This design comes from an exercise in tuning for small area and a short achievable clock period on the open sky130 flow, not from production work. Only simulation tests tie the RTL to the original design; equivalence was not proved. The clock port is modelled as an ideal driver; clocking choices that lean on that would not hold on a real chip. Power figures rest on the tool's default switching activity, not on a simulated workload.

## wrapper
module wrapper(sclk,rst_n,ss_n,MOSI,MISO);
   localparam int DATA_SIZE = 8;
localparam int INST_SIZE = 16;
localparam int MEM_DEPTH = 128;
  input sclk, rst_n;
  input ss_n;
  input MOSI;
  output MISO;
  wire [15:0]          hi;
  wire [7:0]           lo;
  wire                 wen, wbit;
  wire [DATA_SIZE-1:0] col;
  spi_slave dut1(sclk,rst_n,ss_n,MOSI,col,MISO,hi,lo,wen,wbit);
  ram dut2(sclk,hi,lo,wen,wbit,col);
endmodule
For scale: roughly 2500 cells after synthesis, about 5 I/O pins, about 31000 µm² of cells after synthesis.
Settings: LEC_CHECK=0, ABC_CLOCK_PERIOD_IN_PS=2500, CAP_MARGIN=20, CORE_MARGIN=2, CORE_UTILIZATION=70, PLACE_DENSITY=0.75, SETUP_SLACK_MARGIN=4.5, SLEW_MARGIN=20; clock period 7.0 ns.
standard.sh (not shown) runs the stock make flow with config.mk's settings and CLKGATE_MAP_FILE= SYNTH_SCRIPT=/design/flow/synth_recipe.tcl, a recipe that flattens the netlist after the stock synthesis.
==> flow/flow/run.sh <==
#!/bin/bash
# Standard layout, with clock tree synthesis told to build larger sink
# clusters and to add no dummy loads, and an earlier clock for the
# registers that launch the longest internal paths (flow/post_cts.tcl).
set -euo pipefail
export CTS_ARGS="-sink_clustering_enable -repair_clock_nets -dont_use_dummy_load -sink_clustering_size 18 -sink_clustering_max_diameter 60 -buf_list sky130_fd_sc_hd__clkbuf_8 -root_buf sky130_fd_sc_hd__clkbuf_16"
export POST_CTS_TCL="$(pwd)/flow/post_cts.tcl"
bash standard.sh > standard.log 2>&1
==> flow/flow/post_cts.tcl <==
# Useful skew for register-to-register paths inside the design: the address
# decode registers (hi, lo), the write data and write counter (wd, wcnt) and
# the ring phase (ph) launch the longest internal paths (the read tree into rd
# and the writes into the rings). They take no input port and drive no output
# port. Their clock is taken from the clock tree's root net through buffers
# of their own, one per quadrant around their centre, so it arrives earlier
# than at the leaves of the tree.
set block [ord::get_db_block]
set root_net [[[$block findInst clkbuf_0_sclk] findITerm X] getNet]
set targets {}
foreach inst [$block getInsts] {
  if {[regexp {^dut1\.(hi|lo|wd|wcnt|ph)\\?\[} [$inst getName]]} { lappend targets $inst }
}
proc centre {insts} {
  set sx 0
  set sy 0
  foreach i $insts {
    set bb [$i getBBox]
    set sx [expr {$sx + ([$bb xMin] + [$bb xMax]) / 2}]
    set sy [expr {$sy + ([$bb yMin] + [$bb yMax]) / 2}]
  }
  return [list [expr {$sx / [llength $insts]}] [expr {$sy / [llength $insts]}]]
}
lassign [centre $targets] cx cy
array set group {}
foreach i $targets {
  set bb [$i getBBox]
  set q [expr {(([$bb xMin] + [$bb xMax]) / 2 >= $cx) + 2 * ((([$bb yMin] + [$bb yMax]) / 2) >= $cy)}]
  lappend group($q) $i
}
set master [[ord::get_db] findMaster sky130_fd_sc_hd__clkbuf_8]
foreach q [array names group] {
  lassign [centre $group($q)] gx gy
  set buf [odb::dbInst_create $block $master clkbuf_early_${q}_sclk]
  $buf setLocation $gx $gy
  $buf setPlacementStatus PLACED
  set net [odb::dbNet_create $block clknet_early_${q}_sclk]
  $net setSigType CLOCK
  [$buf findITerm A] connect $root_net
  [$buf findITerm X] connect $net
  foreach i $group($q) {
    set it [$i findITerm CLK]
    $it disconnect
    $it connect $net
  }
  puts "early clock: [llength $group($q)] registers on clknet_early_${q}_sclk, buffer at $gx $gy"
}
global_connect
detailed_placement
check_placement -verbose
Edit:
==> flow/flow/run.sh (replaced) <==
#!/bin/bash
# Standard layout, with clock tree synthesis told to build larger sink
# clusters and to add no dummy loads, and an earlier clock for the
# registers that launch the longest internal paths and a later one for the
# read-out registers (flow/post_cts.tcl).
set -euo pipefail
export CTS_ARGS="-sink_clustering_enable -repair_clock_nets -dont_use_dummy_load -sink_clustering_size 30 -sink_clustering_max_diameter 80"
export POST_CTS_TCL="$(pwd)/flow/post_cts.tcl"
bash standard.sh > standard.log 2>&1
--- a/flow/flow/post_cts.tcl
+++ b/flow/flow/post_cts.tcl
@@ -5,5 +5,7 @@
 # port. Their clock is taken from the clock tree's root net through buffers
 # of their own, one per quadrant around their centre, so it arrives earlier
-# than at the leaves of the tree.
+# than at the leaves of the tree. The read-out registers (rd), which the read
+# tree ends in and which feed only the MISO register's logic, take their
+# clock one buffer after a leaf of the tree, so it arrives later.
 set block [ord::get_db_block]
 set root_net [[[$block findInst clkbuf_0_sclk] findITerm X] getNet]
@@ -46,4 +48,23 @@
   puts "early clock: [llength $group($q)] registers on clknet_early_${q}_sclk, buffer at $gx $gy"
 }
+set rds {}
+foreach inst [$block getInsts] {
+  if {[regexp {^dut1\.rd\\?\[} [$inst getName]]} { lappend rds $inst }
+}
+set leaf_net [[[lindex $rds 0] findITerm CLK] getNet]
+lassign [centre $rds] gx gy
+set buf [odb::dbInst_create $block [[ord::get_db] findMaster sky130_fd_sc_hd__clkbuf_8] clkbuf_late_sclk]
+$buf setLocation $gx $gy
+$buf setPlacementStatus PLACED
+set net [odb::dbNet_create $block clknet_late_sclk]
+$net setSigType CLOCK
+[$buf findITerm A] connect $leaf_net
+[$buf findITerm X] connect $net
+foreach i $rds {
+  set it [$i findITerm CLK]
+  $it disconnect
+  $it connect $net
+}
+puts "late clock: [llength $rds] registers on clknet_late_sclk, buffer at $gx $gy, from [$leaf_net getName]"
 global_connect
 detailed_placement
Cell area stays flat. Worst setup slack gets better by 0.071 ns. Global-route usage came out lower by 0.40 points. Sequential power hardly moves. Utilization hardly moves. Synthesized area is unchanged. Routed wire length came out lower by 0.50%.
Edit:
==> flow/flow/run.sh (replaced) <==
#!/bin/bash
# Standard layout, with clock tree synthesis told to build larger sink
# clusters and to add no dummy loads, and an earlier clock for the
# registers that launch the longest internal paths (flow/post_cts.tcl).
set -euo pipefail
export CTS_ARGS="-sink_clustering_enable -repair_clock_nets -dont_use_dummy_load -sink_clustering_size 30 -sink_clustering_max_diameter 80"
export POST_CTS_TCL="$(pwd)/flow/post_cts.tcl"
export SKIP_CTS_REPAIR_TIMING=1
bash standard.sh > standard.log 2>&1
--- a/flow/flow/post_cts.tcl
+++ b/flow/flow/post_cts.tcl
@@ -5,7 +5,5 @@
 # port. Their clock is taken from the clock tree's root net through buffers
 # of their own, one per quadrant around their centre, so it arrives earlier
-# than at the leaves of the tree. The read-out registers (rd), which the read
-# tree ends in and which feed only the MISO register's logic, take their
-# clock one buffer after a leaf of the tree, so it arrives later.
+# than at the leaves of the tree.
 set block [ord::get_db_block]
 set root_net [[[$block findInst clkbuf_0_sclk] findITerm X] getNet]
@@ -48,23 +46,4 @@
   puts "early clock: [llength $group($q)] registers on clknet_early_${q}_sclk, buffer at $gx $gy"
 }
-set rds {}
-foreach inst [$block getInsts] {
-  if {[regexp {^dut1\.rd\\?\[} [$inst getName]]} { lappend rds $inst }
-}
-set leaf_net [[[lindex $rds 0] findITerm CLK] getNet]
-lassign [centre $rds] gx gy
-set buf [odb::dbInst_create $block [[ord::get_db] findMaster sky130_fd_sc_hd__clkbuf_8] clkbuf_late_sclk]
-$buf setLocation $gx $gy
-$buf setPlacementStatus PLACED
-set net [odb::dbNet_create $block clknet_late_sclk]
-$net setSigType CLOCK
-[$buf findITerm A] connect $leaf_net
-[$buf findITerm X] connect $net
-foreach i $rds {
-  set it [$i findITerm CLK]
-  $it disconnect
-  $it connect $net
-}
-puts "late clock: [llength $rds] registers on clknet_late_sclk, buffer at $gx $gy, from [$leaf_net getName]"
 global_connect
 detailed_placement
Core utilization shrinks by 0.14 points.
Critical path depth went up by 5.
Sequential share of layout area is higher by 0.12 points.
Total power came out lower by 0.31%.
Worst setup slack is worse by 0.078 ns.
Global-route usage fell by 0.42 points.
Sequential cell count stays the same.
Maximum frequency goes down by 3.0%.
Synthesized cell count is unchanged.
Edit:
==> flow/flow/run.sh (replaced) <==
#!/bin/bash
# Standard layout, with clock tree synthesis told to build larger sink
# clusters and to add no dummy loads.
set -euo pipefail
export CTS_ARGS="-sink_clustering_enable -repair_clock_nets -dont_use_dummy_load -sink_clustering_size 30 -sink_clustering_max_diameter 80"
bash standard.sh > standard.log 2>&1
--- a/flow/config.mk
+++ b/flow/config.mk
@@ -9,6 +9,6 @@
 export CAP_MARGIN = 20
 export CORE_MARGIN = 2
-export CORE_UTILIZATION = 70
-export PLACE_DENSITY = 0.75
+export CORE_UTILIZATION = 80
+export PLACE_DENSITY = 0.85
 export SETUP_SLACK_MARGIN = 4.5
 export SLEW_MARGIN = 20
removed: flow/flow/post_cts.tcl
Outcome: The changed run produced a clean layout; critical path depth stays the same; power stays flat; via count went up by 4.7%; clock skew went down by 0.28 ns; hold slack gains 0.0075 ns; register-to-register slack loses 0.08 ns; final area went up by 0.80%; clock power went down by about 3%; core utilization went up by 11 points; final cell count went down by 2.4%; synthesized cell count is unchanged.

-- port drivers added, routing unchanged --
Ports are ideal in the flow. The routed layouts listed here were re-timed in OpenROAD. Step 1 sets driving cells, clkbuf_16 on the clock port and buf_2 on the other inputs (assumed; they add their load-dependent delay and slew). Step 2, shift: input delay + t, output delay - t, t = (earliest + latest rising clock arrival at the registers) / 2. This alone moves slack from input paths to output paths. Slacks: no drivers / after step 1 / after step 2; pairs: no drivers / after step 1.
run	t, ns	slack for setup (ns)	latest minus earliest clock arrival (ns)	pins driven straight from the clock port
the first run	0.578	4.397 / 4.397 / 4.397	0.258 / 0.258	1
the second run	0.645	4.468 / 4.406 / 4.610	0.490 / 0.490	1
the third run	0.558	4.390 / 4.390 / 4.390	0.323 / 0.323	1
the fourth run	0.665	4.305 / 4.305 / 4.305	0.048 / 0.049	1
Clock arrivals are far apart in the second run and the third run, so t is only a midpoint there and step 2 fits no single register.
